Context: an optimization exercise on an open-source flow, tuned for small area, a short achievable clock period and few clock cycles per item. The choices shown serve that exercise and are no tape-out recipe. Where RTL was checked, it was by simulation tests only, not by an equivalence proof against the original. Power figures rest on the tool's default switching activity, not on a simulated workload.

Design FP16_MAC_pipeline, start of the top module:
module FP16_MAC_pipeline(
    input [15:0]data_k,
    input [15:0]data_x,
    input [15:0]data_b,
    input rst,
    input input_valid,
    input clk,
    input [1:0]opcode,
    output reg [15:0]data_o,
    output reg output_up,
    output reg [1:0]opcode_o
    );
    wire [15:0] k_0;
    wire [15:0] x_0;
    wire [15:0] b_0;
    wire [1:0] op_0;
    wire v_0;
    assign k_0 = data_k;
    assign x_0 = data_x;
    assign b_0 = data_b;
    assign op_0 = opcode;
    assign v_0 = input_valid;
    wire [10:0] mk_0;
    wire [10:0] mx_0;
    wire [10:0] mb_0;
    wire [4:0] ek_0;
    wire [4:0] ex_0;
    wire [4:0] eb_0;
    wire sub_0;
    wire sp_0;
    wire sb_0;
    wire nzk_dec0 = |k_0[14:10];
    wire nzx_dec0 = |x_0[14:10];
    wire nzb_dec0 = |b_0[14:10];
    assign mk_0 = {nzk_dec0, k_0[9:0]};
    assign mx_0 = {nzx_dec0, x_0[9:0]};
    assign mb_0 = {nzb_dec0, b_0[9:0]};
    assign ek_0 = nzk_dec0 ? k_0[14:10] : {4'd0, |k_0[9:0]};
  ...
clock: 6.0 ns
lec_check: 0
abc_area: 1
cap_margin: 20
core_margin: 2
core_utilization: 60
setup_slack_margin: 3.5
slew_margin: 20
run.sh (not shown) runs the stock make flow with config.mk's settings and CLKGATE_MAP_FILE= SYNTH_SCRIPT=/design/flow/synth_recipe.tcl, a recipe that flattens the netlist after the stock synthesis.
Testbench counts at the start, summed over its fixed seeds: cycles 2,112, items 2,048.
Edit:
- ABC_AREA: 1 -> default
Total power rose by 1.4%.
Routed wire length fell by 13%.
Via count fell by 9.2%.
Combinational power rose by about 0.7%.


FP16_MAC_pipeline, a different RTL version from the one above (not shown whole).
Size: roughly 1800 cells after synthesis, about 380 flip-flops.
## FP16_MAC_pipeline
module FP16_MAC_pipeline(
    input [15:0]data_k,
    input [15:0]data_x,
    input [15:0]data_b,
    input rst,
    input input_valid,
    input clk,
    input [1:0]opcode,
    output reg [15:0]data_o,
    output reg output_up,
    output reg [1:0]opcode_o
    );
    wire [15:0] k_0;
    wire [15:0] x_0;
    wire [15:0] b_0;
    wire [1:0] op_0;
    wire v_0;
    assign k_0 = data_k;
    assign x_0 = data_x;
    assign b_0 = data_b;
    assign op_0 = opcode;
    assign v_0 = input_valid;
    wire [10:0] mk_0;
    wire [10:0] mx_0;
    wire [10:0] mb_0;
    wire [4:0] ek_0;
    wire [4:0] ex_0;
    wire [4:0] eb_0;
    wire sp_0;
    wire sb_0;
    wire nzk_dec0 = |k_0[14:10];
    wire nzx_dec0 = |x_0[14:10];
    wire nzb_dec0 = |b_0[14:10];
    assign mk_0 = {nzk_dec0, k_0[9:0]};
    assign mx_0 = {nzx_dec0, x_0[9:0]};
    assign mb_0 = {nzb_dec0, b_0[9:0]};
    assign ek_0 = nzk_dec0 ? k_0[14:10] : {4'd0, |k_0[9:0]};
    assign ex_0 = nzx_dec0 ? x_0[14:10] : {4'd0, |x_0[9:0]};
    assign eb_0 = nzb_dec0 ? b_0[14:10] : {4'd0, |b_0[9:0]};
    assign sp_0 = k_0[15] ^ x_0[15];
    assign sb_0 = b_0[15];
    wire bo0_0;
    wire bt0_0;
    wire bn0_0;
    wire bo1_0;
    wire bt1_0;
    wire bn1_0;
  ...
==> flow/config.mk <==
export PLATFORM = sky130hd
export DESIGN_NAME = FP16_MAC_pipeline
export DESIGN_NICKNAME = FP16_MAC_pipeline
export VERILOG_FILES = /design/flow/design.v
export SDC_FILE = /design/flow/constraint.sdc
export NUM_CORES = 4
export LEC_CHECK = 0
export CAP_MARGIN = 20
export CORE_MARGIN = 2
export CORE_UTILIZATION = 65
export CTS_CLUSTER_DIAMETER = 80
export CTS_CLUSTER_SIZE = 30
export GPL_ROUTABILITY_DRIVEN = 0
export PLACE_DENSITY = 0.8
export SETUP_SLACK_MARGIN = 3.3
export SLEW_MARGIN = 20
==> flow/constraint.sdc <==
create_clock -name core_clock -period 6.0 [get_ports {clk}]
set_input_delay 1.2000 -clock core_clock [delete_from_list [all_inputs] [get_ports {clk}]]
set_output_delay 1.2000 -clock core_clock [all_outputs]
set_load 0.01 [all_outputs]
The baseline passed the timing, design-rule and antenna checks.
Testbench counts at the start, summed over its fixed seeds: cycles 2,112, items 2,048.
Next try:
--- a/flow/config.mk
+++ b/flow/config.mk
@@ -8,9 +8,9 @@
 export CAP_MARGIN = 20
 export CORE_MARGIN = 2
-export CORE_UTILIZATION = 65
-export CTS_CLUSTER_DIAMETER = 80
-export CTS_CLUSTER_SIZE = 30
+export CORE_UTILIZATION = 60
+export CTS_CLUSTER_DIAMETER = 70
+export CTS_CLUSTER_SIZE = 25
 export GPL_ROUTABILITY_DRIVEN = 0
-export PLACE_DENSITY = 0.8
+export PLACE_DENSITY = 0.75
 export SETUP_SLACK_MARGIN = 3.3
 export SLEW_MARGIN = 20
Area after synthesis is unchanged.
Worst hold slack got worse by 0.0046 ns.
Design area rises by 0.41%.
Routed wire length shrinks by 5.4%.
Fmax climbs by 0.57%.
Total power is higher by 0.83%.
Flip-flop and latch count stays the same.
Die area came out higher by 8.1%.
Register-to-register slack is about the same.
Global-route usage falls by 2.9 points.
Core utilization drops by 6.0 points.
Next try:
--- a/flow/config.mk
+++ b/flow/config.mk
@@ -9,7 +9,6 @@
 export CORE_MARGIN = 2
 export CORE_UTILIZATION = 60
-export CTS_CLUSTER_DIAMETER = 70
-export CTS_CLUSTER_SIZE = 25
-export GPL_ROUTABILITY_DRIVEN = 0
+export CTS_CLUSTER_DIAMETER = 80
+export CTS_CLUSTER_SIZE = 30
 export PLACE_DENSITY = 0.75
 export SETUP_SLACK_MARGIN = 3.3
Result: The changed run finished clean; setup slack is better by 0.014 ns; total power falls by about 1.2%; first-iteration DRC count rises by 0.39%; wire length rises by about 7%.
Next try:
--- a/flow/config.mk
+++ b/flow/config.mk
@@ -11,5 +11,6 @@
 export CTS_CLUSTER_DIAMETER = 80
 export CTS_CLUSTER_SIZE = 30
+export GPL_ROUTABILITY_DRIVEN = 0
 export PLACE_DENSITY = 0.75
-export SETUP_SLACK_MARGIN = 3.3
+export SETUP_SLACK_MARGIN = 3.2
 export SLEW_MARGIN = 20
Outcome:
- The new run ran to the end with no violations
- synthesized area is unchanged
- count of clock-buffer cells in the layout goes up by 2
- sequential share of layout area hardly moves
- clock skew hardly moves


Setup of main:
FP16_MAC_pipeline, a different RTL version from the one above (not shown whole).
Size: about 1,900 cells after synthesis.
## FP16_MAC_pipeline
module FP16_MAC_pipeline(
    input [15:0]data_k,
    input [15:0]data_x,
    input [15:0]data_b,
    input rst,
    input input_valid,
    input clk,
    input [1:0]opcode,
    output reg [15:0]data_o,
    output reg output_up,
    output reg [1:0]opcode_o
    );
    wire [15:0] k_0;
    wire [15:0] x_0;
    wire [15:0] b_0;
    wire [1:0] op_0;
    wire v_0;
    assign k_0 = data_k;
    assign x_0 = data_x;
    assign b_0 = data_b;
    assign op_0 = opcode;
    assign v_0 = input_valid;
    wire [10:0] mk_0;
    wire [10:0] mx_0;
    wire [10:0] mb_0;
    wire [4:0] ek_0;
    wire [4:0] ex_0;
    wire [4:0] eb_0;
    wire sp_0;
    wire sb_0;
    wire nzk_dec0 = |k_0[14:10];
    wire nzx_dec0 = |x_0[14:10];
    wire nzb_dec0 = |b_0[14:10];
    assign mk_0 = {nzk_dec0, k_0[9:0]};
    assign mx_0 = {nzx_dec0, x_0[9:0]};
    assign mb_0 = {nzb_dec0, b_0[9:0]};
    assign ek_0 = nzk_dec0 ? k_0[14:10] : {4'd0, |k_0[9:0]};
    assign ex_0 = nzx_dec0 ? x_0[14:10] : {4'd0, |x_0[9:0]};
    assign eb_0 = nzb_dec0 ? b_0[14:10] : {4'd0, |b_0[9:0]};
    assign sp_0 = k_0[15] ^ x_0[15];
    assign sb_0 = b_0[15];
    wire bo0_0;
    wire bt0_0;
    wire bn0_0;
    wire bo1_0;
    wire bt1_0;
    wire bn1_0;
    wire bo2_0;
    wire bt2_0;
    wire bn2_0;
    wire bo3_0;
    wire bt3_0;
    wire bn3_0;
    wire bo4_0;
    wire bt4_0;
    wire bn4_0;
    wire bo5_0;
    wire bt5_0;
    wire bn5_0;
    assign bo0_0 = mx_0[0] ^ 1'b0;
    assign bt0_0 = (mx_0[1] & ~mx_0[0] & ~1'b0) | (~mx_0[1] & mx_0[0] & 1'b0);
    assign bn0_0 = mx_0[1];
    assign bo1_0 = mx_0[2] ^ mx_0[1];
    assign bt1_0 = (mx_0[3] & ~mx_0[2] & ~mx_0[1]) | (~mx_0[3] & mx_0[2] & mx_0[1]);
    assign bn1_0 = mx_0[3];
    assign bo2_0 = mx_0[4] ^ mx_0[3];
    assign bt2_0 = (mx_0[5] & ~mx_0[4] & ~mx_0[3]) | (~mx_0[5] & mx_0[4] & mx_0[3]);
    assign bn2_0 = mx_0[5];
    assign bo3_0 = mx_0[6] ^ mx_0[5];
    assign bt3_0 = (mx_0[7] & ~mx_0[6] & ~mx_0[5]) | (~mx_0[7] & mx_0[6] & mx_0[5]);
    assign bn3_0 = mx_0[7];
    assign bo4_0 = mx_0[8] ^ mx_0[7];
    assign bt4_0 = (mx_0[9] & ~mx_0[8] & ~mx_0[7]) | (~mx_0[9] & mx_0[8] & mx_0[7]);
    assign bn4_0 = mx_0[9];
    assign bo5_0 = mx_0[10] ^ mx_0[9];
  ...
export LEC_CHECK = 0
export CAP_MARGIN = 20
export CORE_MARGIN = 2
export CORE_UTILIZATION = 60
export CTS_CLUSTER_DIAMETER = 80
export CTS_CLUSTER_SIZE = 30
export PLACE_DENSITY = 0.75
export SETUP_SLACK_MARGIN = 3.3
export SLEW_MARGIN = 20
create_clock -name core_clock -period 6.0 [get_ports {clk}]
Testbench counts of main, summed over its fixed seeds: cycles 2,112, items 2,048.
What the feature branch does differently from main at the input level:
Settings: SETUP_SLACK_MARGIN changed from 3.3 to 3.5.
## What came out
The feature branch against main: layout buffering overhead excluding clock cells now larger; clock skew picked up an extra 0.012 ns; later-pin clock latency in the skew report comparable. Area of placed instances of the feature branch is on par with main. Taking main as the reference point, the time the final worst path needs with I/O delays and setup of the feature branch falls by 0.056 ns.


FP16_MAC_pipeline again, from the RTL that the note above started with.
==> flow/config.mk <==
export PLATFORM = sky130hd
export DESIGN_NAME = FP16_MAC_pipeline
export DESIGN_NICKNAME = FP16_MAC_pipeline
export VERILOG_FILES = /design/flow/design.v
export SDC_FILE = /design/flow/constraint.sdc
export NUM_CORES = 4
export LEC_CHECK = 0
export CAP_MARGIN = 20
export CORE_MARGIN = 2
export CORE_UTILIZATION = 60
export CTS_CLUSTER_DIAMETER = 80
export CTS_CLUSTER_SIZE = 30
export PLACE_DENSITY = 0.75
export SETUP_SLACK_MARGIN = 3.5
export SLEW_MARGIN = 20
==> flow/constraint.sdc <==
create_clock -name core_clock -period 6.0 [get_ports {clk}]
set_input_delay 1.2000 -clock core_clock [delete_from_list [all_inputs] [get_ports {clk}]]
set_output_delay 1.2000 -clock core_clock [all_outputs]
set_load 0.01 [all_outputs]
standard.sh (not shown) runs the stock make flow with config.mk's settings and CLKGATE_MAP_FILE= SYNTH_SCRIPT=/design/flow/synth_recipe.tcl, a recipe that flattens the netlist after the stock synthesis.
==> flow/flow/run.sh <==
#!/bin/bash
# The standard layout (standard.sh), with one change: the buffers that
# buffer_ports puts on every input and output port are buf_2 cells.
set -o pipefail
export BUFFER_PORTS_ARGS="-buffer_cell sky130_fd_sc_hd__buf_2"
bash standard.sh > standard.log 2>&1
Testbench counts at the start, summed over its fixed seeds: cycles 2,112, items 2,048.
Rerun with:
==> flow/run.sh (new file) <==
#!/bin/bash
# synth_recipe.tcl (not shown) runs the flow's synth.tcl, then flattens the netlist and writes it again
# the make line also repeats each setting of config.mk as NAME=value (left out here)
make -C /OpenROAD-flow-scripts/flow DESIGN_CONFIG=/design/flow/config.mk WORK_HOME=/design/flow/orfs CLKGATE_MAP_FILE= SYNTH_SCRIPT=/design/flow/synth_recipe.tcl finish
- TNS_END_PERCENT: unset -> 20
removed: flow/flow/run.sh
removed: flow/standard.sh
After rerunning: Utilization drops by 0.91 points; worst setup slack is worse by 0.096 ns; total power came out lower slightly; clock power is higher by a little under a tenth; critical path depth grows by 6; routed wire length came out lower by a few percent; global-route usage barely changes.
Rerun with:
- SETUP_SLACK_MARGIN: 3.5 -> 3.1
- TNS_END_PERCENT: 20 -> unset
What happened: The new run finished clean; clock-buffer cell count stays the same; combinational power went down by 9.7%; sequential share of layout area grows by 1.2 points; design area decreases by 3.7%; power drops by 5.6%.


== run A ==
FP16_MAC_pipeline with an RTL version that a note above also has.
Size: about 1,800 cells after synthesis, about 380 flip-flops, roughly 72 I/O pins, roughly 18,000 sq um of cells after synthesis.
clock: 6.0 ns
lec_check: 0
cap_margin: 20
core_margin: 2
core_utilization: 60
cts_cluster_diameter: 60
cts_cluster_size: 30
gpl_routability_driven: 0
place_density: 0.75
setup_slack_margin: 3.3
slew_margin: 20
run.sh (not shown) runs the stock make flow with config.mk's settings and CLKGATE_MAP_FILE= SYNTH_SCRIPT=/design/flow/synth_recipe.tcl, a recipe that flattens the netlist after the stock synthesis.
Stock flow here: none of the scripts above is used.
Testbench counts of run A, summed over its fixed seeds: cycles 2,112, items 2,048.
Input-level comparison between run B and run A:
diff --git a/flow/config.mk b/flow/config.mk
--- a/flow/config.mk
+++ b/flow/config.mk
@@ -8 +8 @@
-export CAP_MARGIN = 20
+export CAP_MARGIN = 10
@@ -11 +11 @@
-export CTS_CLUSTER_DIAMETER = 60
+export CTS_CLUSTER_DIAMETER = 80
@@ -16 +16 @@
-export SLEW_MARGIN = 20
+export SLEW_MARGIN = 10
## What came out
- Total met3 wirelength after detailed routing, run B vs run A: down by more than 10%
- Looking at total wire length, run B sits 1.8% below run A.
- Diff run A -> run B: worst setup slack barely changed, number of tap cells inserted ~0 delta.
- [diff] worst hold slack, run B relative to run A: improvement
[inputs] run C vs run B
diff --git a/flow/config.mk b/flow/config.mk
--- a/flow/config.mk
+++ b/flow/config.mk
@@ -8 +8 @@
-export CAP_MARGIN = 10
+export CAP_MARGIN = 20
@@ -16 +16 @@
-export SLEW_MARGIN = 10
+export SLEW_MARGIN = 20
--- outcome ---
- Taking run B as the reference, in run C number of cell instances on the worst register-to-register path ~0 delta; met2 usage closely matched the old numbers; count of standard-cell rows was more or less identical; register area share after synthesis roughly the same; critical path depth flat.
- Delta (run C minus run B): fraction of power consumed by combinational cells flat; die area stayed essentially flat; cell count of the worst hold path comparable; sequential power share closely matched the old numbers; count of sequential standard cells closely matched the old numbers.
The inputs of run D differ from those of run C as listed below.
diff --git a/flow/config.mk b/flow/config.mk
--- a/flow/config.mk
+++ b/flow/config.mk
@@ -10 +10 @@
-export CORE_UTILIZATION = 60
+export CORE_UTILIZATION = 62
@@ -14 +14 @@
-export PLACE_DENSITY = 0.75
+export PLACE_DENSITY = 0.78
==> comparison <==
After detailed routing, run C needs less wire than run D.
Compared with run C, in run D share of total power in sequential cells moved down, chip height moved down, final setup slack of the worst path moved down.
Against run C as the reference, run D delivers a higher global-route wire length before repair.
Run D: detailed route wirelength on metal2 about 6% above run C


## rev 12
FP16_MAC_pipeline, a different RTL version from the one above (not shown whole).
For scale: ~1800 cells after synthesis, roughly 390 flip-flops, ~72 I/O pins, ~18000 µm² of cells after synthesis.
// FP16_MAC_pipeline
module FP16_MAC_pipeline(
    input [15:0]data_k,
    input [15:0]data_x,
    input [15:0]data_b,
    input rst,
    input input_valid,
    input clk,
    input [1:0]opcode,
    output reg [15:0]data_o,
    output reg output_up,
    output reg [1:0]opcode_o
    );
Settings: LEC_CHECK=0, CAP_MARGIN=20, CORE_MARGIN=2, CORE_UTILIZATION=65, CTS_CLUSTER_DIAMETER=80, CTS_CLUSTER_SIZE=30, PLACE_DENSITY=0.7, SETUP_SLACK_MARGIN=3.3, SLEW_MARGIN=20; clock period 6.0 ns.
What rev 13 does differently from rev 12 at the input level:
- changing PLACE_DENSITY from 0.7 to 0.75
- changing CORE_UTILIZATION from 65 to 70
[summary]
- Rev 12 vs rev 13, worst setup path endpoint: fs91_r2 vs fs85_r2
- Between rev 13 and rev 12, the difference in setup slack is negligible.
- Re pre-CTS worst setup slack: rev 13 is 230 ps down on rev 12.
- Compared with rev 12, rev 13 degrades wire length.
No functional check of the RTL was part of any run of this note.

-- separate check: timing with driven ports --
In the flow no input, the clock included, has a driving cell. The finished layouts below were timed again as built, in two steps. Step 1: set_driving_cell puts a clkbuf_16 on clk and a buf_2 on each other input, an assumption about the parent block. Step 2 also shifts input and output timing later by t, the mid clock arrival at the registers, as if the neighbouring blocks saw the same clock. Slacks: ideal / step 1 / step 2; pairs: ideal / step 1.
run	t (ns)	setup slack, ns	latest minus earliest clock arrival (ns)	slew at the worst register clock pin (ns)	pins driven straight from the clock port
the first run of note 1	0.595	3.152 / 3.152 / 3.152	0.022 / 0.021	0.07 / 0.07	1
the second run of note 1	0.590	3.163 / 3.163 / 3.045	0.017 / 0.018	0.07 / 0.07	1
the first run of note 2	0.572	3.342 / 3.338 / 3.176	0.023 / 0.023	0.11 / 0.11	1
the second run of note 2	0.573	3.357 / 3.352 / 3.040	0.017 / 0.016	0.09 / 0.09	1
the third run of note 2	0.558	3.371 / 3.366 / 3.094	0.017 / 0.017	0.11 / 0.11	1
the fourth run of note 2	0.570	3.309 / 3.309 / 3.084	0.018 / 0.018	0.10 / 0.10	1
main	0.579	3.371 / 3.354 / 3.091	0.018 / 0.018	0.11 / 0.11	1
the feature branch	0.573	3.427 / 3.427 / 3.059	0.027 / 0.027	0.11 / 0.11	1
the first run of note 4	0.575	3.388 / 3.388 / 3.294	0.019 / 0.019	0.11 / 0.11	1
the second run of note 4	0.568	3.291 / 3.291 / 2.967	0.021 / 0.020	0.11 / 0.11	1
the third run of note 4	0.582	3.162 / 3.162 / 3.077	0.030 / 0.030	0.11 / 0.11	1
run A	0.607	3.359 / 3.339 / 3.047	0.022 / 0.023	0.09 / 0.09	1
run B	0.558	3.357 / 3.357 / 3.115	0.016 / 0.016	0.10 / 0.10	1
run C	0.558	3.357 / 3.357 / 3.115	0.016 / 0.016	0.10 / 0.10	1
run D	0.557	3.345 / 3.345 / 3.101	0.013 / 0.013	0.11 / 0.11	1
rev 12	0.555	3.315 / 3.315 / 3.090	0.028 / 0.028	0.11 / 0.11	1
rev 13	0.557	3.313 / 3.313 / 3.135	0.011 / 0.012	0.11 / 0.11	1
After both steps setup and hold are still met in every run listed. The setup slack of the feature branch, which loses most, moves by 0.000 ns with the drivers and by -0.368 ns with both steps.
